Source: an optimization exercise on an open RTL-to-GDS flow (aim: small area). Production flows keep margins and buffers that such runs may drop. Function was checked by simulation only, so behaviour that the tests miss may differ from the original. No activity file was given, so power comes from the tool's default toggle rates.

--- flow/design.v ---
module bfsk_mod ( clk, rst, msg, dout, delay_cnt, ph1, ph2);
input  wire clk;
input  wire rst;
input  wire        [95:0] msg;
output wire signed [7:0]  dout;
output wire        [15:0] delay_cnt;
output wire        [31:0] ph1;
output wire        [31:0] ph2;
reg  [13:0] lf;          
reg         tx;          
reg  [95:0] shift_reg;
reg  [10:0] delay_bit;   
reg  [7:0]  DAC_r;
reg  [31:1] ph1_r;       
reg  [31:2] ph2_r;       
assign dout      = DAC_r;
assign delay_cnt = {5'd0, delay_bit};
assign ph1       = {ph1_r, 1'b0};
assign ph2       = {ph2_r, 2'b00};
wire t_wrap = ~lf[13] & lf[12] & ~lf[11] & ~lf[10] & lf[8] & lf[7] & ~lf[6] & lf[5] & ~lf[4] & lf[3] & lf[2] & lf[1] & lf[0];
wire d_last = &{delay_bit[10:9], delay_bit[5:0]};
wire f_last = ~lf[7] & ~lf[4] & lf[2] & ~lf[1] & ~lf[0];
wire lf_fb  = ~(lf[13] ^ lf[1] ^ lf[0]);
wire        bit_cur = shift_reg[95];
wire [11:0] addr = bit_cur ? ph1_r[31:20] : ph2_r[31:20];
wire [7:0] sample;
wire rom_n21, rom_n22, rom_n23, rom_n24, rom_n25, rom_n26, rom_n27, rom_n28;
wire rom_n29, rom_n30, rom_n31, rom_n32, rom_n33, rom_n34, rom_n35, rom_n36;
wire rom_n37, rom_n38, rom_n39, rom_n40, rom_n41, rom_n42, rom_n43, rom_n44;
wire rom_n45, rom_n46, rom_n47, rom_n48, rom_n49, rom_n50, rom_n51, rom_n52;
wire rom_n53, rom_n54, rom_n55, rom_n56, rom_n57, rom_n58, rom_n59, rom_n60;
wire rom_n61, rom_n62, rom_n63, rom_n64, rom_n65, rom_n66, rom_n67, rom_n68;
wire rom_n69, rom_n70, rom_n71, rom_n72, rom_n73, rom_n74, rom_n75, rom_n76;
wire rom_n77, rom_n78, rom_n79, rom_n80, rom_n81, rom_n82, rom_n83, rom_n84;
wire rom_n85, rom_n86, rom_n87, rom_n88, rom_n89, rom_n90, rom_n91, rom_n92;
wire rom_n93, rom_n94, rom_n95, rom_n96, rom_n97, rom_n98, rom_n99, rom_n100;
wire rom_n101, rom_n102, rom_n103, rom_n104, rom_n105, rom_n106, rom_n107, rom_n108;
wire rom_n109, rom_n110, rom_n111, rom_n112, rom_n113, rom_n114, rom_n115, rom_n116;
wire rom_n117, rom_n118, rom_n119, rom_n120, rom_n121, rom_n122, rom_n123, rom_n124;
wire rom_n125, rom_n126, rom_n127, rom_n128, rom_n129, rom_n130, rom_n131, rom_n132;
wire rom_n133, rom_n134, rom_n135, rom_n136, rom_n137, rom_n138, rom_n139, rom_n140;
wire rom_n141, rom_n142, rom_n143, rom_n144, rom_n145, rom_n146, rom_n147, rom_n148;
wire rom_n149, rom_n150, rom_n151, rom_n152, rom_n153, rom_n154, rom_n155, rom_n156;
wire rom_n157, rom_n158, rom_n159, rom_n160, rom_n161, rom_n162, rom_n163, rom_n164;
wire rom_n165, rom_n166, rom_n167, rom_n168, rom_n169, rom_n170, rom_n171, rom_n172;
wire rom_n173, rom_n174, rom_n175, rom_n176, rom_n177, rom_n178, rom_n179, rom_n180;
wire rom_n181, rom_n182, rom_n183, rom_n184, rom_n185, rom_n186, rom_n187, rom_n188;
wire rom_n189, rom_n190, rom_n191, rom_n192, rom_n193, rom_n194, rom_n195, rom_n196;
wire rom_n197, rom_n198, rom_n199, rom_n200, rom_n201, rom_n202, rom_n203, rom_n204;
wire rom_n205, rom_n206, rom_n207, rom_n208, rom_n209, rom_n210, rom_n211, rom_n212;
wire rom_n213, rom_n214, rom_n215, rom_n216, rom_n217, rom_n218, rom_n219, rom_n220;
wire rom_n221, rom_n222, rom_n223, rom_n224, rom_n225, rom_n226, rom_n227, rom_n228;
wire rom_n229, rom_n230, rom_n231, rom_n232, rom_n233, rom_n234, rom_n235, rom_n236;
wire rom_n237, rom_n238, rom_n239, rom_n240, rom_n241, rom_n242, rom_n243, rom_n244;
wire rom_n245, rom_n246, rom_n247, rom_n248, rom_n249, rom_n250, rom_n251, rom_n252;
wire rom_n253, rom_n254, rom_n255, rom_n256, rom_n257, rom_n258, rom_n259, rom_n260;
wire rom_n261, rom_n262, rom_n263, rom_n264, rom_n265, rom_n266, rom_n267, rom_n268;
wire rom_n269, rom_n270, rom_n271, rom_n272, rom_n273, rom_n274, rom_n275, rom_n276;
wire rom_n277, rom_n278, rom_n279, rom_n280, rom_n281, rom_n282, rom_n283, rom_n284;
wire rom_n285, rom_n286, rom_n287, rom_n288, rom_n289, rom_n290, rom_n291, rom_n292;
wire rom_n293, rom_n294, rom_n295, rom_n296, rom_n297, rom_n298, rom_n299, rom_n300;
wire rom_n301, rom_n302, rom_n303, rom_n304, rom_n305, rom_n306, rom_n307, rom_n308;
wire rom_n309, rom_n310, rom_n311, rom_n312, rom_n313, rom_n314, rom_n315, rom_n317;
wire rom_n318, rom_n319, rom_n320, rom_n321, rom_n322, rom_n323, rom_n324, rom_n325;
wire rom_n326, rom_n327, rom_n328, rom_n329, rom_n330, rom_n331, rom_n332, rom_n333;
wire rom_n334, rom_n335, rom_n336, rom_n337, rom_n338, rom_n340, rom_n341, rom_n342;
wire rom_n343, rom_n344, rom_n345, rom_n346, rom_n347, rom_n348, rom_n349, rom_n350;
wire rom_n351, rom_n352, rom_n353, rom_n354, rom_n355, rom_n356, rom_n357, rom_n359;
wire rom_n360, rom_n361, rom_n362, rom_n363, rom_n364, rom_n365, rom_n366, rom_n367;
wire rom_n368, rom_n369, rom_n370, rom_n371, rom_n372, rom_n373, rom_n374, rom_n375;
wire rom_n376, rom_n377, rom_n379, rom_n380, rom_n381, rom_n382, rom_n383, rom_n384;
wire rom_n385, rom_n386, rom_n387, rom_n388, rom_n389, rom_n390, rom_n392, rom_n393;
wire rom_n394, rom_n395, rom_n396, rom_n397, rom_n398, rom_n399, rom_n400, rom_n401;
wire rom_n402, rom_n404, rom_n405, rom_n406, rom_n407;
assign rom_n21 = addr[8]& ~addr[10];
assign rom_n22 = ~addr[8]& addr[10];
assign rom_n23 = ~rom_n21 & ~rom_n22;
assign rom_n24 = addr[5]& ~addr[10];
assign rom_n25 = ~addr[5]& addr[10];
assign rom_n26 = ~rom_n24 & ~rom_n25;
assign rom_n27 = addr[4]& ~addr[10];
assign rom_n28 = ~addr[4]& addr[10];
assign rom_n29 = ~rom_n27 & ~rom_n28;
assign rom_n30 = ~rom_n26 & rom_n29;
assign rom_n31 = ~rom_n23 & ~rom_n30;
assign rom_n32 = addr[7]& ~addr[10];
assign rom_n33 = ~addr[7]& addr[10];
assign rom_n34 = ~rom_n32 & ~rom_n33;
assign rom_n35 = addr[6]& ~addr[10];
assign rom_n36 = ~addr[6]& addr[10];
assign rom_n37 = ~rom_n35 & ~rom_n36;
assign rom_n38 = rom_n26 & rom_n29;
assign rom_n39 = ~rom_n37 & ~rom_n38;
assign rom_n40 = rom_n29 & rom_n37;
assign rom_n41 = ~rom_n39 & ~rom_n40;
assign rom_n42 = rom_n34 & ~rom_n41;
assign rom_n43 = ~rom_n34 & ~rom_n38;
assign rom_n44 = ~rom_n26 & ~rom_n29;
assign rom_n45 = rom_n39 & ~rom_n44;
assign rom_n46 = rom_n43 & ~rom_n45;
assign rom_n47 = ~rom_n34 & ~rom_n37;
assign rom_n48 = rom_n26 & ~rom_n34;
assign rom_n49 = ~rom_n47 & ~rom_n48;
assign rom_n50 = ~rom_n46 & ~rom_n49;
assign rom_n51 = ~rom_n42 & ~rom_n50;
assign rom_n52 = ~rom_n29 & ~rom_n51;
assign rom_n53 = rom_n31 & ~rom_n52;
assign rom_n54 = rom_n40 & ~rom_n48;
assign rom_n55 = rom_n26 & ~rom_n43;
assign rom_n56 = ~rom_n54 & rom_n55;
assign rom_n57 = ~rom_n26 & ~rom_n37;
assign rom_n58 = ~rom_n34 & rom_n57;
assign rom_n59 = ~rom_n38 & ~rom_n44;
assign rom_n60 = rom_n34 & rom_n59;
assign rom_n61 = rom_n26 & rom_n37;
assign rom_n62 = rom_n29 & rom_n57;
assign rom_n63 = ~rom_n61 & ~rom_n62;
assign rom_n64 = rom_n60 & rom_n63;
assign rom_n65 = ~rom_n58 & ~rom_n64;
assign rom_n66 = ~rom_n56 & rom_n65;
assign rom_n67 = ~rom_n53 & rom_n66;
assign rom_n68 = addr[9]& ~addr[10];
assign rom_n69 = ~addr[9]& addr[10];
assign rom_n70 = ~rom_n68 & ~rom_n69;
assign rom_n71 = rom_n23 & ~rom_n58;
assign rom_n72 = rom_n29 & ~rom_n34;
assign rom_n73 = ~rom_n47 & ~rom_n72;
assign rom_n74 = ~rom_n62 & ~rom_n73;
assign rom_n75 = ~rom_n23 & ~rom_n74;
assign rom_n76 = ~rom_n60 & rom_n75;
assign rom_n77 = ~rom_n71 & ~rom_n76;
assign rom_n78 = rom_n70 & ~rom_n77;
assign rom_n79 = ~rom_n67 & rom_n78;
assign rom_n80 = ~rom_n23 & ~rom_n70;
assign rom_n81 = rom_n34 & ~rom_n61;
assign rom_n82 = ~rom_n39 & rom_n81;
assign rom_n83 = rom_n80 & ~rom_n82;
assign rom_n84 = rom_n23 & ~rom_n70;
assign rom_n85 = rom_n51 & rom_n84;
assign rom_n86 = ~rom_n83 & ~rom_n85;
assign rom_n87 = ~rom_n79 & rom_n86;
assign rom_n88 = addr[4]& addr[5];
assign rom_n89 = addr[7]& addr[9];
assign rom_n90 = rom_n88 & rom_n89;
assign rom_n91 = addr[0]& addr[1];
assign rom_n92 = addr[2]& addr[3];
assign rom_n93 = rom_n91 & rom_n92;
assign rom_n94 = rom_n90 & rom_n93;
assign rom_n95 = rom_n87 & rom_n94;
assign rom_n96 = addr[1]& ~addr[10];
assign rom_n97 = ~addr[1]& addr[10];
assign rom_n98 = ~rom_n96 & ~rom_n97;
assign rom_n99 = ~rom_n63 & ~rom_n70;
assign rom_n100 = ~rom_n56 & ~rom_n81;
assign rom_n101 = rom_n23 & rom_n37;
assign rom_n102 = ~rom_n100 & rom_n101;
assign rom_n103 = rom_n26 & rom_n34;
assign rom_n104 = rom_n31 & ~rom_n103;
assign rom_n105 = rom_n70 & ~rom_n104;
assign rom_n106 = ~rom_n102 & rom_n105;
assign rom_n107 = ~rom_n99 & ~rom_n106;
assign rom_n108 = ~rom_n98 & rom_n107;
assign rom_n109 = addr[0]& ~addr[10];
assign rom_n110 = ~addr[0]& addr[10];
assign rom_n111 = ~rom_n109 & ~rom_n110;
assign rom_n112 = ~rom_n70 & ~rom_n81;
assign rom_n113 = rom_n37 & ~rom_n59;
assign rom_n114 = rom_n34 & ~rom_n113;
assign rom_n115 = ~rom_n37 & rom_n44;
assign rom_n116 = rom_n43 & ~rom_n115;
assign rom_n117 = rom_n29 & ~rom_n37;
assign rom_n118 = rom_n81 & ~rom_n117;
assign rom_n119 = ~rom_n116 & ~rom_n118;
assign rom_n120 = rom_n23 & ~rom_n119;
assign rom_n121 = rom_n114 & rom_n120;
assign rom_n122 = ~rom_n23 & rom_n38;
assign rom_n123 = rom_n23 & ~rom_n34;
assign rom_n124 = rom_n63 & rom_n123;
assign rom_n125 = ~rom_n122 & ~rom_n124;
assign rom_n126 = ~rom_n121 & rom_n125;
assign rom_n127 = ~rom_n112 & ~rom_n126;
assign rom_n128 = ~addr[10]& ~addr[11];
assign rom_n129 = addr[10]& addr[11];
assign rom_n130 = ~rom_n128 & ~rom_n129;
assign rom_n131 = rom_n112 & rom_n126;
assign rom_n132 = ~rom_n130 & ~rom_n131;
assign rom_n133 = ~rom_n127 & rom_n132;
assign rom_n134 = ~rom_n111 & ~rom_n133;
assign rom_n135 = ~rom_n60 & ~rom_n63;
assign rom_n136 = ~rom_n64 & ~rom_n135;
assign rom_n137 = rom_n84 & ~rom_n136;
assign rom_n138 = ~rom_n61 & rom_n72;
assign rom_n139 = ~rom_n66 & ~rom_n138;
assign rom_n140 = rom_n23 & ~rom_n139;
assign rom_n141 = ~rom_n53 & rom_n70;
assign rom_n142 = ~rom_n140 & rom_n141;
assign rom_n143 = ~rom_n137 & ~rom_n142;
assign rom_n144 = ~rom_n134 & ~rom_n143;
assign rom_n145 = ~addr[0]& ~addr[11];
assign rom_n146 = addr[0]& addr[11];
assign rom_n147 = ~rom_n145 & ~rom_n146;
assign rom_n148 = rom_n133 & ~rom_n147;
assign rom_n149 = ~rom_n144 & ~rom_n148;
assign rom_n150 = ~rom_n108 & ~rom_n149;
assign rom_n151 = rom_n98 & ~rom_n107;
assign rom_n152 = addr[2]& ~addr[10];
assign rom_n153 = ~addr[2]& addr[10];
assign rom_n154 = ~rom_n152 & ~rom_n153;
assign rom_n155 = rom_n34 & ~rom_n115;
assign rom_n156 = rom_n84 & ~rom_n155;
assign rom_n157 = rom_n34 & rom_n37;
assign rom_n158 = ~rom_n43 & ~rom_n47;
assign rom_n159 = ~rom_n157 & rom_n158;
assign rom_n160 = rom_n23 & ~rom_n159;
assign rom_n161 = rom_n70 & ~rom_n160;
assign rom_n162 = rom_n43 & ~rom_n57;
assign rom_n163 = rom_n31 & rom_n81;
assign rom_n164 = ~rom_n162 & ~rom_n163;
assign rom_n165 = rom_n161 & rom_n164;
assign rom_n166 = ~rom_n156 & ~rom_n165;
assign rom_n167 = rom_n154 & ~rom_n166;
assign rom_n168 = ~rom_n151 & ~rom_n167;
assign rom_n169 = ~rom_n150 & rom_n168;
assign rom_n170 = addr[3]& ~addr[10];
assign rom_n171 = ~addr[3]& addr[10];
assign rom_n172 = ~rom_n170 & ~rom_n171;
assign rom_n173 = ~rom_n23 & ~rom_n62;
assign rom_n174 = ~rom_n44 & rom_n157;
assign rom_n175 = rom_n173 & ~rom_n174;
assign rom_n176 = rom_n161 & ~rom_n175;
assign rom_n177 = ~rom_n172 & rom_n176;
assign rom_n178 = ~rom_n154 & rom_n166;
assign rom_n179 = ~rom_n177 & ~rom_n178;
assign rom_n180 = ~rom_n169 & rom_n179;
assign rom_n181 = rom_n66 & ~rom_n115;
assign rom_n182 = ~rom_n45 & ~rom_n113;
assign rom_n183 = ~rom_n34 & rom_n182;
assign rom_n184 = rom_n23 & ~rom_n183;
assign rom_n185 = ~rom_n181 & rom_n184;
assign rom_n186 = ~rom_n64 & rom_n71;
assign rom_n187 = rom_n34 & ~rom_n57;
assign rom_n188 = ~rom_n29 & rom_n187;
assign rom_n189 = ~rom_n47 & ~rom_n188;
assign rom_n190 = ~rom_n23 & ~rom_n48;
assign rom_n191 = rom_n189 & rom_n190;
assign rom_n192 = ~rom_n186 & ~rom_n191;
assign rom_n193 = rom_n147 & rom_n192;
assign rom_n194 = ~rom_n29 & rom_n34;
assign rom_n195 = rom_n26 & ~rom_n194;
assign rom_n196 = ~rom_n23 & rom_n37;
assign rom_n197 = ~rom_n195 & rom_n196;
assign rom_n198 = ~rom_n130 & ~rom_n197;
assign rom_n199 = ~rom_n193 & rom_n198;
assign rom_n200 = ~rom_n185 & rom_n199;
assign rom_n201 = rom_n23 & rom_n187;
assign rom_n202 = rom_n37 & ~rom_n44;
assign rom_n203 = rom_n201 & ~rom_n202;
assign rom_n204 = ~rom_n77 & ~rom_n203;
assign rom_n205 = rom_n98 & rom_n204;
assign rom_n206 = rom_n111 & ~rom_n192;
assign rom_n207 = ~rom_n205 & ~rom_n206;
assign rom_n208 = ~rom_n200 & rom_n207;
assign rom_n209 = rom_n26 & ~rom_n41;
assign rom_n210 = rom_n75 & ~rom_n209;
assign rom_n211 = rom_n123 & ~rom_n202;
assign rom_n212 = ~rom_n201 & ~rom_n211;
assign rom_n213 = ~rom_n160 & rom_n212;
assign rom_n214 = ~rom_n57 & ~rom_n213;
assign rom_n215 = ~rom_n210 & ~rom_n214;
assign rom_n216 = ~rom_n154 & rom_n215;
assign rom_n217 = ~rom_n98 & ~rom_n204;
assign rom_n218 = ~rom_n216 & ~rom_n217;
assign rom_n219 = ~rom_n208 & rom_n218;
assign rom_n220 = rom_n154 & ~rom_n215;
assign rom_n221 = rom_n77 & ~rom_n210;
assign rom_n222 = rom_n70 & ~rom_n172;
assign rom_n223 = ~rom_n221 & rom_n222;
assign rom_n224 = ~rom_n220 & rom_n223;
assign rom_n225 = ~rom_n219 & rom_n224;
assign rom_n226 = ~rom_n40 & rom_n116;
assign rom_n227 = rom_n71 & ~rom_n226;
assign rom_n228 = ~rom_n70 & ~rom_n227;
assign rom_n229 = rom_n172 & ~rom_n176;
assign rom_n230 = ~rom_n228 & ~rom_n229;
assign rom_n231 = ~rom_n225 & rom_n230;
assign rom_n232 = ~rom_n180 & rom_n231;
assign rom_n233 = ~rom_n57 & ~rom_n191;
assign rom_n234 = rom_n173 & ~rom_n233;
assign rom_n235 = rom_n23 & ~rom_n194;
assign rom_n236 = ~rom_n138 & rom_n235;
assign rom_n237 = rom_n70 & ~rom_n236;
assign rom_n238 = ~rom_n234 & rom_n237;
assign rom_n239 = ~rom_n44 & ~rom_n209;
assign rom_n240 = ~rom_n34 & ~rom_n239;
assign rom_n241 = rom_n189 & ~rom_n240;
assign rom_n242 = rom_n80 & ~rom_n241;
assign rom_n243 = ~rom_n26 & ~rom_n34;
assign rom_n244 = rom_n84 & rom_n243;
assign rom_n245 = ~rom_n242 & ~rom_n244;
assign rom_n246 = ~rom_n238 & rom_n245;
assign rom_n247 = rom_n232 & ~rom_n246;
assign rom_n248 = ~rom_n232 & rom_n246;
assign rom_n249 = ~rom_n247 & ~rom_n248;
assign rom_n250 = ~rom_n44 & rom_n160;
assign rom_n251 = rom_n104 & ~rom_n164;
assign rom_n252 = rom_n175 & ~rom_n251;
assign rom_n253 = rom_n70 & ~rom_n211;
assign rom_n254 = ~rom_n252 & rom_n253;
assign rom_n255 = ~rom_n250 & rom_n254;
assign rom_n256 = rom_n84 & ~rom_n240;
assign rom_n257 = ~rom_n34 & rom_n40;
assign rom_n258 = ~rom_n118 & ~rom_n257;
assign rom_n259 = ~rom_n45 & ~rom_n49;
assign rom_n260 = rom_n81 & ~rom_n115;
assign rom_n261 = ~rom_n259 & ~rom_n260;
assign rom_n262 = rom_n44 & rom_n261;
assign rom_n263 = ~rom_n258 & ~rom_n262;
assign rom_n264 = rom_n80 & ~rom_n263;
assign rom_n265 = ~rom_n256 & ~rom_n264;
assign rom_n266 = ~rom_n255 & rom_n265;
assign rom_n267 = rom_n154 & rom_n266;
assign rom_n268 = rom_n70 & ~rom_n203;
assign rom_n269 = ~rom_n251 & rom_n268;
assign rom_n270 = rom_n84 & ~rom_n261;
assign rom_n271 = ~rom_n44 & rom_n80;
assign rom_n272 = ~rom_n54 & rom_n271;
assign rom_n273 = ~rom_n270 & ~rom_n272;
assign rom_n274 = ~rom_n269 & rom_n273;
assign rom_n275 = ~rom_n98 & ~rom_n274;
assign rom_n276 = ~rom_n87 & ~rom_n111;
assign rom_n277 = rom_n53 & rom_n114;
assign rom_n278 = ~rom_n120 & ~rom_n162;
assign rom_n279 = ~rom_n277 & rom_n278;
assign rom_n280 = rom_n70 & ~rom_n279;
assign rom_n281 = rom_n160 & ~rom_n257;
assign rom_n282 = rom_n31 & ~rom_n113;
assign rom_n283 = ~rom_n23 & ~rom_n103;
assign rom_n284 = ~rom_n70 & ~rom_n283;
assign rom_n285 = ~rom_n236 & rom_n284;
assign rom_n286 = ~rom_n282 & rom_n285;
assign rom_n287 = ~rom_n281 & rom_n286;
assign rom_n288 = ~rom_n130 & ~rom_n287;
assign rom_n289 = ~rom_n280 & rom_n288;
assign rom_n290 = ~rom_n276 & rom_n289;
assign rom_n291 = rom_n87 & rom_n111;
assign rom_n292 = rom_n98 & rom_n274;
assign rom_n293 = ~rom_n291 & ~rom_n292;
assign rom_n294 = ~rom_n290 & rom_n293;
assign rom_n295 = ~rom_n275 & ~rom_n294;
assign rom_n296 = ~rom_n267 & ~rom_n295;
assign rom_n297 = ~rom_n154 & ~rom_n266;
assign rom_n298 = ~rom_n257 & rom_n283;
assign rom_n299 = rom_n23 & ~rom_n182;
assign rom_n300 = ~rom_n298 & ~rom_n299;
assign rom_n301 = rom_n228 & rom_n300;
assign rom_n302 = ~rom_n172 & ~rom_n301;
assign rom_n303 = ~rom_n297 & ~rom_n302;
assign rom_n304 = ~rom_n296 & rom_n303;
assign rom_n305 = ~rom_n70 & rom_n283;
assign rom_n306 = rom_n258 & rom_n305;
assign rom_n307 = rom_n172 & rom_n301;
assign rom_n308 = ~rom_n306 & ~rom_n307;
assign rom_n309 = ~rom_n304 & rom_n308;
assign rom_n310 = rom_n249 & rom_n309;
assign rom_n311 = ~rom_n249 & ~rom_n309;
assign rom_n312 = ~rom_n310 & ~rom_n311;
assign rom_n313 = addr[11]& ~rom_n312;
assign rom_n314 = ~addr[11]& rom_n312;
assign rom_n315 = ~rom_n313 & ~rom_n314;
assign sample[0] = ~rom_n95 & ~rom_n315;
assign rom_n317 = ~rom_n225 & ~rom_n247;
assign rom_n318 = rom_n34 & ~rom_n59;
assign rom_n319 = rom_n173 & ~rom_n318;
assign rom_n320 = ~rom_n183 & rom_n319;
assign rom_n321 = rom_n23 & ~rom_n195;
assign rom_n322 = ~rom_n318 & rom_n321;
assign rom_n323 = rom_n70 & ~rom_n322;
assign rom_n324 = ~rom_n320 & rom_n323;
assign rom_n325 = rom_n158 & rom_n305;
assign rom_n326 = ~rom_n183 & ~rom_n194;
assign rom_n327 = rom_n84 & ~rom_n326;
assign rom_n328 = ~rom_n325 & ~rom_n327;
assign rom_n329 = ~rom_n324 & rom_n328;
assign rom_n330 = ~rom_n317 & rom_n329;
assign rom_n331 = rom_n317 & ~rom_n329;
assign rom_n332 = ~rom_n330 & ~rom_n331;
assign rom_n333 = rom_n310 & rom_n332;
assign rom_n334 = ~rom_n310 & ~rom_n332;
assign rom_n335 = ~rom_n333 & ~rom_n334;
assign rom_n336 = addr[11]& ~rom_n335;
assign rom_n337 = ~addr[11]& rom_n335;
assign rom_n338 = ~rom_n336 & ~rom_n337;
assign sample[1] = ~rom_n95 & ~rom_n338;
assign rom_n340 = ~rom_n34 & ~rom_n282;
assign rom_n341 = ~rom_n299 & rom_n340;
assign rom_n342 = rom_n63 & rom_n114;
assign rom_n343 = rom_n70 & ~rom_n342;
assign rom_n344 = ~rom_n341 & rom_n343;
assign rom_n345 = ~rom_n57 & rom_n80;
assign rom_n346 = rom_n81 & rom_n345;
assign rom_n347 = ~rom_n60 & rom_n84;
assign rom_n348 = ~rom_n46 & rom_n347;
assign rom_n349 = ~rom_n346 & ~rom_n348;
assign rom_n350 = ~rom_n344 & rom_n349;
assign rom_n351 = ~rom_n330 & ~rom_n333;
assign rom_n352 = rom_n350 & ~rom_n351;
assign rom_n353 = ~rom_n350 & rom_n351;
assign rom_n354 = ~rom_n352 & ~rom_n353;
assign rom_n355 = addr[11]& ~rom_n354;
assign rom_n356 = ~addr[11]& rom_n354;
assign rom_n357 = ~rom_n355 & ~rom_n356;
assign sample[2] = ~rom_n95 & ~rom_n357;
assign rom_n359 = addr[11]& ~rom_n352;
assign rom_n360 = ~addr[11]& rom_n352;
assign rom_n361 = ~rom_n359 & ~rom_n360;
assign rom_n362 = ~rom_n23 & rom_n50;
assign rom_n363 = ~rom_n39 & rom_n211;
assign rom_n364 = ~rom_n57 & ~rom_n202;
assign rom_n365 = rom_n34 & ~rom_n364;
assign rom_n366 = ~rom_n363 & ~rom_n365;
assign rom_n367 = ~rom_n362 & rom_n366;
assign rom_n368 = rom_n70 & ~rom_n367;
assign rom_n369 = rom_n26 & ~rom_n84;
assign rom_n370 = rom_n157 & rom_n369;
assign rom_n371 = rom_n84 & ~rom_n202;
assign rom_n372 = ~rom_n262 & rom_n371;
assign rom_n373 = ~rom_n370 & ~rom_n372;
assign rom_n374 = ~rom_n368 & rom_n373;
assign rom_n375 = rom_n361 & rom_n374;
assign rom_n376 = ~rom_n361 & ~rom_n374;
assign rom_n377 = ~rom_n375 & ~rom_n376;
assign sample[3] = ~rom_n95 & ~rom_n377;
assign rom_n379 = rom_n352 & rom_n377;
assign rom_n380 = ~rom_n359 & ~rom_n379;
assign rom_n381 = rom_n70 & ~rom_n212;
assign rom_n382 = ~rom_n23 & ~rom_n187;
assign rom_n383 = rom_n70 & ~rom_n382;
assign rom_n384 = ~rom_n47 & ~rom_n80;
assign rom_n385 = ~rom_n174 & rom_n384;
assign rom_n386 = ~rom_n383 & rom_n385;
assign rom_n387 = ~rom_n381 & ~rom_n386;
assign rom_n388 = ~rom_n380 & ~rom_n387;
assign rom_n389 = rom_n380 & rom_n387;
assign rom_n390 = ~rom_n388 & ~rom_n389;
assign sample[4] = ~rom_n95 & ~rom_n390;
assign rom_n392 = ~rom_n23 & rom_n187;
assign rom_n393 = ~rom_n174 & ~rom_n253;
assign rom_n394 = ~rom_n392 & ~rom_n393;
assign rom_n395 = rom_n374 & rom_n387;
assign rom_n396 = rom_n352 & rom_n395;
assign rom_n397 = ~rom_n394 & rom_n396;
assign rom_n398 = rom_n394 & ~rom_n396;
assign rom_n399 = ~rom_n397 & ~rom_n398;
assign rom_n400 = addr[11]& ~rom_n399;
assign rom_n401 = ~addr[11]& rom_n399;
assign rom_n402 = ~rom_n400 & ~rom_n401;
assign sample[5] = ~rom_n95 & ~rom_n402;
assign rom_n404 = rom_n383 & ~rom_n397;
assign rom_n405 = ~addr[11]& ~rom_n404;
assign rom_n406 = addr[11]& rom_n404;
assign rom_n407 = ~rom_n405 & ~rom_n406;
assign sample[6] = ~rom_n95 & ~rom_n407;
assign sample[7] = addr[11]& ~rom_n95;
always @(posedge clk) begin
  if (rst) begin
    lf        <= 14'd0;
    tx        <= 1'b0;
    delay_bit <= 11'd0;
    DAC_r     <= 8'h80;
    ph1_r     <= 31'd0;
    ph2_r     <= 30'd0;
  end else begin
    lf <= t_wrap ? 14'd0 : {lf[12:0], lf_fb};
    if (!tx) begin
      tx        <= t_wrap;
      DAC_r     <= 8'd0;
      delay_bit <= 11'd0;
      ph1_r     <= 31'd0;
      ph2_r     <= 30'd0;
    end else begin
      DAC_r     <= sample;
      delay_bit <= d_last ? 11'd0 : delay_bit + 11'd1;
      if (d_last && f_last) tx <= 1'b0;
      if (bit_cur) ph1_r <= ph1_r + 31'd5368709;    
      else         ph2_r <= ph2_r + 30'd5368709;    
    end
  end
end
wire sr_load  = ~tx;
wire sr_shift = tx & d_last;
wire sr_hold  = tx & ~d_last;
always @(posedge clk)
  shift_reg <= ({96{sr_load}}  & msg)
             | ({96{sr_shift}} & {shift_reg[94:0], 1'b0})
             | ({96{sr_hold}}  & shift_reg);
endmodule
--- flow/flow/run.sh ---
#!/bin/bash
# Own flow: the standard layout (standard.sh) with three changes:
#  - synthesis maps the logic with an area-oriented ABC script
#    (flow/synth.tcl, flow/abc_area.script); the registers are the same;
#  - port buffers are buf_1 cells instead of the delay cell buffer_ports picks;
#  - CTS builds the tree from clkbuf_8 cells and adds no dummy loads.
set -euo pipefail
W=$PWD
export OWN_FLOW_DIR=$W/flow
export BUFFER_PORTS_ARGS="-buffer_cell sky130_fd_sc_hd__buf_1"
export CTS_ARGS="-sink_clustering_enable -repair_clock_nets -dont_use_dummy_load -buf_list sky130_fd_sc_hd__clkbuf_8"
sed "s|SYNTH_SCRIPT=[^ ]*|SYNTH_SCRIPT=$W/flow/synth.tcl|" standard.sh > $W/standard_own.sh
bash $W/standard_own.sh > $W/flow_make.log 2>&1
--- flow/flow/abc_area.script ---
strash
dc2
&get -n
&deepsyn -T 300
&put
dch
amap
topo
--- flow/flow/synth.tcl ---
# Same synthesis as synth_recipe.tcl, but every abc call uses flow/abc_area.script.
proc abc {args} {
  set i [lsearch -exact $args -script]
  if { $i >= 0 } {
    lset args [expr { $i + 1 }] $::env(OWN_FLOW_DIR)/abc_area.script
  }
  puts "own abc: $args"
  yosys abc {*}$args
}
source $::env(OWN_FLOW_DIR)/../synth_recipe.tcl
--- flow/standard.sh ---
#!/bin/bash
# synth_recipe.tcl (not shown) runs the flow's synth.tcl, then flattens the netlist and writes it again
# the make line also repeats each setting of config.mk as NAME=value (left out here)
make -C /OpenROAD-flow-scripts/flow DESIGN_CONFIG=/design/flow/config.mk WORK_HOME=/design/flow/orfs CLKGATE_MAP_FILE= SYNTH_SCRIPT=/design/flow/synth_recipe.tcl "${@:-finish}"
--- flow/config.mk ---
export PLATFORM = sky130hd
export DESIGN_NAME = bfsk_mod
export DESIGN_NICKNAME = bfsk_mod
export VERILOG_FILES = /design/flow/design.v
export SDC_FILE = /design/flow/constraint.sdc
export NUM_CORES = 4
export LEC_CHECK = 0
export CAP_MARGIN = 20
export CORE_MARGIN = 2
export CORE_UTILIZATION = 55
export SLEW_MARGIN = 20
export SYNTH_MEMORY_MAX_BITS = 131072
--- flow/constraint.sdc ---
create_clock -name core_clock -period 8.0 [get_ports {clk}]
set_input_delay 1.6000 -clock core_clock [delete_from_list [all_inputs] [get_ports {clk}]]
set_output_delay 1.6000 -clock core_clock [all_outputs]
set_load 0.01 [all_outputs]
==> out/results.tsv, run 1 <==
metric	value	unit
synthAdderAreaFrac	1.31	%
finalHoldViolCount	0	
ys_top_cells_by_area	dfxtp_1 47%, a222oi_1 12%, nor2_1 9.5%	
synth_top_area_share	46.6	%
largest_reg_flops	96	
drt_iter0_markers	1074	
netlist_area	0.00821	mm2
nets	1296	
ant_nets	0	
worstMarginPinSlew	1.05	ns
cts_resized	0	
yosys.area.top_type	dfxtp_1	
clkTransAtPathRegs	0.09	ns
tns	0	ns
synth_compound_area_share	27.3	%
power.density	179	mW/mm2
core-area	0.0145	mm2
crit_fanout	16	
yosys_warnings	1	
area_delta_synth_final	14.5	%
cp-end-kind	register	
num_io_pins	186	
cts_buffers	17	
hpwl	15.4	mm
synthSimpleGateAreaFrac	16.9	%
drc	0	
slowest_stage	o22ai_1	
drive_gt1_share	2.69	%
setup_violations	0	
grt_pass1_vias	7246	
p_sw	0.000430	W
cpMostUsedCell	nor2_1	
gp_congestion	1.03	
drt-wirelength-per-cell	16.0	um
clk_path_buf_depth	2	
cts_tree	yes	
htree_num_levels	4	
grt_first_pass_wirelength	35.6	mm
synth_top_family_by_area	compound AO/OA/AOI/OAI gates	
setup_slack	1.28	ns
grt_max_degree	97	
dr.pass1.iters	10	
critical_path_class	register to register	
grt_usage	27.0	%
vias	8168	
place_ws	1.42	ns
combPwrFrac	13.0	%
final_cell_mix	208 x nor2_1, 191 x dfxtp_1, 177 x buf_1	
die_area	0.0159	mm2
vias_per_cell	5.95	
arrival	7.03	ns
crit_required	8.31	ns
synth_xor_area_share	0	%
synth_mux_area_share	0	%
cts_hold_buf	0	
drt_wl_total	21.9	mm
final_common_cell	nor2_1	
cts_setup_buffers	0	
fmax	149	MHz
vdd_drop_max	0.000154	V
port_buffers	177	
cts.sinks	191	
ys_ff_latch	191	
die_height	126	um
start_util	56.5	%
whs	0.410	ns
p_leak	3.18	nW
placementRows	44	
power_frac_seq	59.0	%
rsz0062_at_grt	false	
power_frac_clock	27.9	%
critPathMaxStageDelay	0.80	ns
finalMaxSlewViolations	0	
fin_cells	1372	
post-route-period-util	83.9	%
relSlewSlack	29.6	%
hold_class	register to register	
avgSynthCellArea	8.35	um2
worstSkewPairLatency	0.44	ns
period_needed	6.72	ns
rrSetupSlack	1.28	ns
die_x	126	um
intPower	0.00125	W
yosysUniqueCellTypes	40	
antenna_found_initial	0	
clk_root_buffer_cell	clkbuf_8	
outcome	no timing/DRC/antenna violations	
maxCapViolCount	0	
post-place-cells	1355	
ys_seq_area_share	46.6	%
gr-total-overflow	0	
netlist_instances	983	
n_antenna_cell	0	
swShare	25.5	%
crit_path_start_kind	register	
skew	0.0273	ns
[synthesized netlist by cell type (all sizes together)]
master  count
nor3       27
conb        1
a222oi     97
nor3b       2
or4         3
a311oi      7
o31ai       7
and3        4
o22ai      19
o221ai      4
a21oi      42
clkinv    154
nand3       6
o21ai      41
o211ai      1
nand2      45
nor2      208
fa          1
dfxtp     191
ha          7
a31oi       6
o32a        1
a22oi       4
a22o        1
o211a       2
o21bai      1
nor2b      10
a211oi     42
or2         4
a221oi      5
o32ai       3
o21a        3
buf         8
o22a        2
a31o        1
nor4        8
and2        2
nand4       3
or3         7
o221a       3
[path summary, 6_finish.rpt]
| check | startpoint | cells past startpoint | to |
|---|---|---|---|
| max | shift_reg[95]$_DFF_P_ | 27 | DAC_r[6]$_SDFF_PP0_ |
| max reg2reg | shift_reg[95]$_DFF_P_ | 27 | DAC_r[6]$_SDFF_PP0_ |
| min | lf[4]$_SDFF_PP0_ | 2 | lf[5]$_SDFF_PP0_ |
| min reg2reg | lf[4]$_SDFF_PP0_ | 2 | lf[5]$_SDFF_PP0_ |
[logic make-up (layout without fill, tap and decap cells)]
family / after synthesis / after routing
other cells: 1 / 8
flops: 191 / 191
simple gates: 329 / 329
fa+ha+maj: 8 / 8
buf+inv: 162 / 360
compound gates: 292 / 292
[per-stage QoR]
| step | utilization [%] | area (um2) | total power [W] |
|---|---|---|---|
| floorplan | - | 8230 | 0.00117 |
| global placement | 63.0 | 9160 | 0.00123 |
| detailed placement | 63.0 | 9160 | 0.00123 |
| CTS | 64.7 | 9400 | 0.00169 |
| global route | 64.7 | 9400 | 0.00176 |
| finish | 64.7 | 9400 | 0.00168 |
[final cells by class]
cell class                 instances  area [um2]
inverter                         154         578
tap                              184         230
timing repair buffer             189         754
multi-input combinational        637        3780
fill                            1334        5140
sequential                       191        3820
clock buffer                      17         234
[critical path: cells and delay by family, from the launching register on]
| family | cells | cell delay (ns) |
|---|---|---|
| adder cells (fa/ha/maj) | 5 | 1.34 |
| buffers and inverters | 3 | 0.59 |
| AO/OA/AOI/OAI | 8 | 2.56 |
| flip-flops | 1 | 0.62 |
| AND/OR/NAND/NOR | 11 | 1.48 |
[routing by layer]
metal | wire length (um) | vias to the layer above | track usage [%]
met4 | 483 | 0 | 8.53
met5 | 0 | - | 0
met2 | 9690 | 393 | 40.6
met1 | 9750 | 3673 | 37.8
li1 | - | 4055 | -
met3 | 2000 | 47 | 7.48
[power by group through the flow]
stage	combinational, W	sequential (W)	clock, W
6_report	0.000219	0.000995	0.000470
5_1_grt	0.000244	0.000998	0.000518
4_1_cts	0.000214	0.000994	0.000484
3_5_place_dp	0.000213	0.00102	0
3_3_place_gp	0.000215	0.00102	0
2_1_floorplan	0.000153	0.00101	0
==> inputs of run 2 (changes only) <==
--- a/flow/config.mk
+++ b/flow/config.mk
@@ -7,6 +7,6 @@
 export LEC_CHECK = 0
-export CAP_MARGIN = 20
+export CAP_MARGIN = 10
 export CORE_MARGIN = 2
-export CORE_UTILIZATION = 55
-export SLEW_MARGIN = 20
+export CORE_UTILIZATION = 60
+export SLEW_MARGIN = 10
 export SYNTH_MEMORY_MAX_BITS = 131072
==> out/results.tsv, run 2 <==
metric	value	unit
outcome	no timing/DRC/antenna violations	
setup_violations	0	
period_needed	6.89	ns
drt-wirelength-per-cell	16.3	um
num_io_pins	186	
ys_top_cells_by_area	dfxtp_1 47%, a222oi_1 12%, nor2_1 9.5%	
tns	0	ns
p_leak	3.18	nW
cts_hold_buf	0	
grt_pass1_vias	7584	
drc	0	
antenna_found_initial	0	
hold_class	register to register	
hpwl	15.6	mm
gp_congestion	1.00	
vias	8394	
die_x	121	um
fmax	145	MHz
dr.pass1.iters	13	
cts_buffers	17	
area_delta_synth_final	14.4	%
final_cell_mix	208 x nor2_1, 191 x dfxtp_1, 177 x buf_1	
critPathMaxStageDelay	0.81	ns
crit_buf_inv	5	
clkTransAtPathRegs	0.08	ns
htree_num_levels	4	
worstMarginPinSlew	1.11	ns
rsz0062_at_grt	false	
clk_path_buf_depth	2	
final_common_cell	nor2_1	
post-route-period-util	86.2	%
ys_seq_area_share	46.6	%
cp-end-kind	register	
whs	0.418	ns
yosys_warnings	1	
relSlewSlack	25.4	%
synth_edf_count	0	
cts_tree	yes	
synthFlopType	dfxtp_1	
arrival	7.21	ns
n_antenna_cell	0	
finalHoldViolCount	0	
gr-total-overflow	0	
crit_path_start_kind	register	
port_buffers	177	
synth_top_area_share	46.6	%
cts_setup_buffers	0	
crit_fanout	17	
maxCapViolCount	0	
placementRows	42	
drt_iter0_markers	1204	
die_area	0.0146	mm2
ant_nets	0	
post-synth-top-count-cell	nor2_1	
critical_path_class	register to register	
clk_root_buffer_cell	clkbuf_8	
core-area	0.0133	mm2
grt_first_pass_wirelength	36.2	mm
yosys-top-cells-count	208 x nor2_1, 191 x dfxtp_1, 154 x clkinv_1	
async_flop_share	0	%
skew	0.0320	ns
vdd_drop_max	0.000151	V
power.density	181	mW/mm2
nets	1296	
place_ws	1.33	ns
yosysUniqueCellTypes	40	
drive_gt1_share	2.69	%
drt_wl_total	22.3	mm
cpMostUsedCell	nor2_1	
avgSynthCellArea	8.35	um2
die_height	121	um
ys_ff_latch	191	
grt_usage	30.4	%
finalMaxSlewViolations	0	
cts.sinks	191	
netlist_area	0.00821	mm2
setup_slack	1.11	ns
start_util	61.7	%
slowest_stage	o22ai_1	
cts_resized	0	
vias_per_cell	6.15	
largest_reg_flops	96	
grt_max_degree	96	
netlist_instances	983	
worstSkewPairLatency	0.46	ns
crit_required	8.32	ns
crit_family	compound AO/OA/AOI/OAI gates	
yosys.area.top_type	dfxtp_1	
[run 2: power by group]
part           switching, W  internal (W)  total, W
Sequential        0.0000173      0.000978  0.000996
Combinational      0.000133     0.0000879  0.000221
Clock              0.000291      0.000188  0.000479
Total              0.000441       0.00125   0.00170
[run 2: final cells by class]
type	instances	area, um2
clock buffers	17	234
fillers	1104	3910
inverters	154	578
multi-input cells	637	3780
flip-flops and latches	191	3820
well taps	176	220
repair buffers	189	754
[run 2: path summary, 6_finish.rpt]
check                                           start                   to  slack [ns]  cells after the start
worst max-delay path            shift_reg[95]$_DFF_P_  DAC_r[6]$_SDFF_PP0_        1.11                     29
worst max register to register  shift_reg[95]$_DFF_P_  DAC_r[6]$_SDFF_PP0_        1.11                     29
worst min register to register      lf[10]$_SDFF_PP0_    lf[11]$_SDFF_PP0_        0.42                      2
worst min-delay path                lf[10]$_SDFF_PP0_    lf[11]$_SDFF_PP0_        0.42                      2
[run 2: metal layers]
metal	up-vias	GRT usage (%)	part of all wire [%]
li1	4029	-	-
met1	3880	39.8	41
met2	426	48.2	46
met3	59	8.22	9.4
met4	0	11.1	2.7
met5	-	0	0
[run 2: cells by family (layout without fill, tap and decap cells)]
| group | count (synthesis) | count (layout) | synth area share, % |
|---|---|---|---|
| buf+inv | 162 | 360 | 7.78 |
| other cells | 1 | 8 | 0.0457 |
| compound gates | 292 | 292 | 27.3 |
| simple gates | 329 | 329 | 16.9 |
| flops | 191 | 191 | 46.6 |
| fa+ha+maj | 8 | 8 | 1.31 |
[run 2: worst register-to-register path: cells and delay by family, from the launching register on]
family | cells | cell delay [ns]
adder cells (fa/ha/maj) | 5 | 1.34
flip-flops | 1 | 0.66
AO/OA/AOI/OAI | 7 | 1.75
buffers and inverters | 5 | 1.36
AND/OR/NAND/NOR | 12 | 1.67
[run 2: stage by stage]
| stage | power, W | cell area, um2 | utilization [%] | std cells |
|---|---|---|---|---|
| floorplan | 0.00117 | 8230 | - | 990 |
| global placement | 0.00123 | 9150 | 68.8 | 1347 |
| detailed placement | 0.00123 | 9150 | 68.8 | 1347 |
| CTS | 0.00170 | 9390 | 70.6 | 1364 |
| global route | 0.00176 | 9390 | 70.6 | 1364 |
| finish | 0.00170 | 9390 | 70.6 | 1364 |

==> separate check: timing with driven ports <==
Ports are ideal in the flow. The routed layouts listed here were re-timed in OpenROAD. Step 1 sets driving cells, clkbuf_16 on the clock port and buf_2 on the other inputs (assumed; they add their load-dependent delay and slew). Step 2 also shifts input and output timing later by t, the mid clock arrival at the registers, as if the neighbouring blocks saw the same clock. Slacks: ideal ports / drivers / drivers and shift; pairs: ideal ports / drivers.
| run | t, ns | setup slack, ns | cell pins on the clock port's net |
|---|---|---|---|
| run 1 | 0.466 | 1.284 / 1.284 / 1.284 | 1 |
| run 2 | 0.487 | 1.107 / 1.107 / 1.107 | 1 |
After both steps every run listed still meets setup and hold.
